Source: an optimization exercise on an open RTL-to-GDS flow (aim: small area). Production flows keep margins and buffers that such runs may drop. Function was checked by simulation only, so behaviour that the tests miss may differ from the original. Power and IR drop assume default switching activity.

==> job 6283: inputs <==
Design main, start of the top module:
module main(clk, vs_vga, hs_vga, RED, GREEN, BLUE, SWITCH, BUTTON);
make LEC_CHECK=0 ABC_AREA=1 CAP_MARGIN=20 CORE_MARGIN=2 CORE_UTILIZATION=40 CTS_BUF_LIST='sky130_fd_sc_hd__clkbuf_4 sky130_fd_sc_hd__clkbuf_8' CTS_CLUSTER_DIAMETER=60 CTS_CLUSTER_SIZE=12 SLEW_MARGIN=20 finish   # period 20.0 ns
run.sh (not shown) runs the stock make flow with config.mk's settings and CLKGATE_MAP_FILE= SYNTH_SCRIPT=/design/flow/synth_recipe.tcl, a recipe that flattens the netlist after the stock synthesis.
==> job 5654 (differences from job 6283) <==
==> flow/flow/run.sh (new file) <==
#!/bin/bash
# Layout flow: the standard synthesis, then the combinational logic
# between the standard synthesis's cells that are kept as they are (its
# registers with their names, its adder cells and tie cells) is optimised
# again with ABC (&deepsyn), then the standard layout from floorplan on,
# with a clock tree built without dummy loads.
# Each tool writes its full output to a log file in this folder.
set -e
LIB=$FLOW_HOME/platforms/$FLOW_PLATFORM/lib/sky130_fd_sc_hd__tt_025C_1v80.lib
YOSYS=$(command -v yosys || echo $FLOW_HOME/../tools/install/yosys/bin/yosys)
R=orfs/results/$FLOW_PLATFORM/main/base

bash standard.sh synth > run_synth.log 2>&1

cp $R/1_2_yosys.v reopt_in.v
python3 flow/cells2expr.py reopt_in.v reopt_conv.v $LIB > reopt_conv.log 2>&1
DONT_USE=$(grep -o 'cell *( *"\?sky130_fd_sc_hd__\(lpflow\|probe\)[a-z0-9_]*' $LIB | sed 's/.*(\s*"\?//' | sort -u | sed 's/^/-dont_use /' | tr '\n' ' ')
$YOSYS -l reopt_yosys.log -p "read_liberty -lib $LIB; read_verilog reopt_conv.v; hierarchy -top $FLOW_TOP; techmap; opt -fast; abc -script flow/deep.script -liberty $LIB $DONT_USE; opt_clean -purge; splitnets; opt_clean -purge; hilomap -singleton -hicell sky130_fd_sc_hd__conb_1 HI -locell sky130_fd_sc_hd__conb_1 LO; insbuf -buf sky130_fd_sc_hd__buf_4 A X; check -assert -mapped; tee -o reopt_stat.txt stat -liberty $LIB; write_verilog -noattr -nohex -nodec reopt_out.v" > /dev/null
cp reopt_out.v $R/1_2_yosys.v

# Clock tree: the standard flow's settings from config.mk, without dummy loads.
export CTS_ARGS="-sink_clustering_enable -repair_clock_nets -sink_clustering_size 30 -sink_clustering_max_diameter 100 -buf_list {sky130_fd_sc_hd__clkbuf_4 sky130_fd_sc_hd__clkbuf_8} -dont_use_dummy_load"
bash standard.sh finish > run_finish.log 2>&1
==> flow/flow/cells2expr.py (new file) <==
#!/usr/bin/env python3
# Replace the combinational standard-cell instances of a mapped netlist with
# continuous assignments of the cell's logic function (from the liberty file).
# Flip-flops, adder cells and tie cells are kept as instances.
# usage: cells2expr.py IN.v OUT.v LIB
import re, sys
LIB = sys.argv[3]
def parse_lib():
    txt = open(LIB).read()
    cells = {}
    for m in re.finditer(r'cell\s*\(\s*"?(sky130_fd_sc_hd__\w+)"?\s*\)\s*\{', txt):
        name = m.group(1)
        start = m.end(); depth = 1; i = start
        while depth:
            c = txt[i]
            if c == '{': depth += 1
            elif c == '}': depth -= 1
            i += 1
        body = txt[start:i]
        outs = {}
        for pm in re.finditer(r'pin\s*\(\s*"?(\w+)"?\s*\)\s*\{', body):
            pn = pm.group(1)
            j = pm.end(); d = 1; k = j
            while d:
                c = body[k]
                if c == '{': d += 1
                elif c == '}': d -= 1
                k += 1
            pb = body[j:k]
            fm = re.search(r'function\s*:\s*"([^"]*)"', pb)
            dm = re.search(r'direction\s*:\s*"?(\w+)"?', pb)
            if fm and dm and dm.group(1) == 'output':
                outs[pn] = fm.group(1)
        cells[name] = outs
    return cells
def lib2v(f):
    # liberty: ! not, & or space and, | or + or, ^ xor, parentheses
    f = f.strip()
    f = re.sub(r'\)\s*\(', ') & (', f)
    f = re.sub(r'(\w|\))\s+(?=[\w(!])', r'\1 & ', f)
    f = f.replace('!', '~').replace('+', '|')
    return f
cells = parse_lib()
src = open(sys.argv[1]).read()
inst_re = re.compile(r'\n(\s*)(sky130_fd_sc_hd__\w+)\s+(\S+)\s*\((.*?)\);', re.S)
res = []; pos = 0; kept = 0; conv = 0
for m in inst_re.finditer(src):
    cell = m.group(2)
    outs = cells[cell]
    if not outs or 'dfxtp' in cell or '__df' in cell or '__fa_' in cell or '__ha_' in cell or 'conb' in cell:
        kept += 1
        continue
    res.append(src[pos:m.start()])
    pins = dict((k, v.strip()) for k, v in re.findall(r'\.(\w+)\(([^()]*)\)', m.group(4)))
    for op, fn in outs.items():
        if op not in pins:
            continue
        e = lib2v(fn)
        e = re.sub(r'\b([A-Za-z_]\w*)\b', lambda mm: '(' + pins[mm.group(1)] + ' )' if mm.group(1) in pins else mm.group(1), e)
        res.append("\n  assign " + pins[op] + " = " + e + ";")
    conv += 1
    pos = m.end()
res.append(src[pos:])
open(sys.argv[2], 'w').write(''.join(res))
print("kept", kept, "converted", conv)
==> flow/flow/deep.script (new file) <==
&get -n
&st
&deepsyn -T 1000
&nf
&put
mfs2
&get -n
&st
&dch
&nf
&put
==> flow/standard.sh (new file) <==
#!/bin/bash
# synth_recipe.tcl (not shown) runs the flow's synth.tcl, then flattens the netlist and writes it again
# the make line also repeats each setting of config.mk as NAME=value (left out here)
make -C /OpenROAD-flow-scripts/flow DESIGN_CONFIG=/design/flow/config.mk WORK_HOME=/design/flow/orfs CLKGATE_MAP_FILE= SYNTH_SCRIPT=/design/flow/synth_recipe.tcl "${@:-finish}"
--- a/flow/config.mk
+++ b/flow/config.mk
@@ -10,6 +10,6 @@
 export CORE_MARGIN = 2
 export CORE_UTILIZATION = 40
 export CTS_BUF_LIST = sky130_fd_sc_hd__clkbuf_4 sky130_fd_sc_hd__clkbuf_8
-export CTS_CLUSTER_DIAMETER = 60
-export CTS_CLUSTER_SIZE = 12
+export CTS_CLUSTER_DIAMETER = 100
+export CTS_CLUSTER_SIZE = 30
 export SLEW_MARGIN = 20
removed: flow/run.sh
==> job 4906 (differences from job 6283) <==
==> flow/config.mk (replaced) <==
export PLATFORM = sky130hd
export DESIGN_NAME = main
export DESIGN_NICKNAME = main
export VERILOG_FILES = /design/flow/design.v
export SDC_FILE = /design/flow/constraint.sdc
export NUM_CORES = 4
export LEC_CHECK = 0
export CAP_MARGIN = 20
export CORE_MARGIN = 2
export CORE_UTILIZATION = 40
export CTS_BUF_LIST = sky130_fd_sc_hd__clkbuf_4 sky130_fd_sc_hd__clkbuf_8
export CTS_CLUSTER_DIAMETER = 100
export CTS_CLUSTER_SIZE = 30
export SLEW_MARGIN = 20
==> metrics.md <==
| Metric | Value |
|---|---|
| Compound-cell area share of the yosys netlist | `0.151` |
| Clk_skew | `0.0238 ns` |
| DR WL met3 | `1.99 mm` |
| Max transition margin | `0.432` |
| Largest net degree at the start of global routing | `63` |
| Area of the multi-input gates | `7180 um^2` |
| Status | `timing/DRC/antenna clean` |
| Syn avg cell area | `7.31 um^2` |
| Xor/xnor share of the synthesized area | `0.0128` |
| Most frequent cells in the layout | `inv_1 (270), nand2_1 (252), nor2_1 (155), dfxtp_1 (129), a21oi_1 (101)` |
| Global-route wire length before repair | `52.4 mm` |
| Met2 usage | `0.371` |
| Critical Path Stages | `27` |
The numbers above come from job 6283.

==> metrics.md <==
| Metric | Value |
|---|---|
| Max transition margin | `0.268` |
| Clk_skew | `0.0395 ns` |
| DR WL met3 | `1.93 mm` |
| Worst r2r dst | `ngX[9]` |
| Number of global-route vias before repair | `9,163` |
| Global-route wire length before repair | `50.6 mm` |
| P_leak | `4.16 nW` |
| Met2 usage | `0.415` |
| Area of the multi-input gates | `7120 um^2` |
| Worst Max-Slew Pin Slew | `1.09 ns` |
| Largest net degree at the start of global routing | `52` |
| Critical Path Stages | `26` |
| Status | `timing/DRC/antenna clean` |
| Syn avg cell area | `8.63 um^2` |
The numbers above come from job 5654.

==> metrics.md <==
| Metric | Value |
|---|---|
| Status | `timing/DRC/antenna clean` |
| Largest net degree at the start of global routing | `67` |
| Vias per cell | `5.86` |
| Compound-cell area share of the yosys netlist | `0.204` |
| Most frequent cells in the layout | `nand2_1 (139), inv_1 (138), dfxtp_1 (129), nor2_1 (101), fa_1 (97)` |
| Global-route wire length before repair | `54.0 mm` |
| Ant diodes | `0` |
| Area of the multi-input gates | `7930 um^2` |
| Critical Path Stages | `29` |
| DR WL met3 | `2.20 mm` |
| Max transition margin | `0.266` |
| Clk_skew | `0.0188 ns` |
| Initial Utilization | `0.406` |
| Xor/xnor share of the synthesized area | `0.0248` |
The numbers above come from job 4906.

## separate check: timing with driven ports
In the flow no input, the clock included, has a driving cell. The finished layouts below were timed again as built, in two steps.
Step 1 (the two cells are an assumption about what drives the block):
set clk [get_ports {clk}]
set_driving_cell -lib_cell sky130_fd_sc_hd__clkbuf_16 $clk
set_driving_cell -lib_cell sky130_fd_sc_hd__buf_2 [delete_from_list [all_inputs] $clk]
Step 2 adds t to the input delays and takes it off the output delays; t is the mean of the earliest and latest rising clock arrival at the registers after step 1. Input paths then give back, and output paths get back, about the clock's delay inside the block.
Three values: no drivers, after step 1, after step 2; two values: the first two.
run	shift t [ns]	setup slack, ns	worst data-port slew with drivers (ns)	pins driven straight from the clock port
job 6283	0.506	10.826 / 10.826 / 10.826	0.03	1
job 5654	0.486	10.599 / 10.599 / 10.599	0.03	1
job 4906	0.502	11.076 / 11.076 / 11.076	0.04	1
After both steps setup and hold are still met in every run listed.
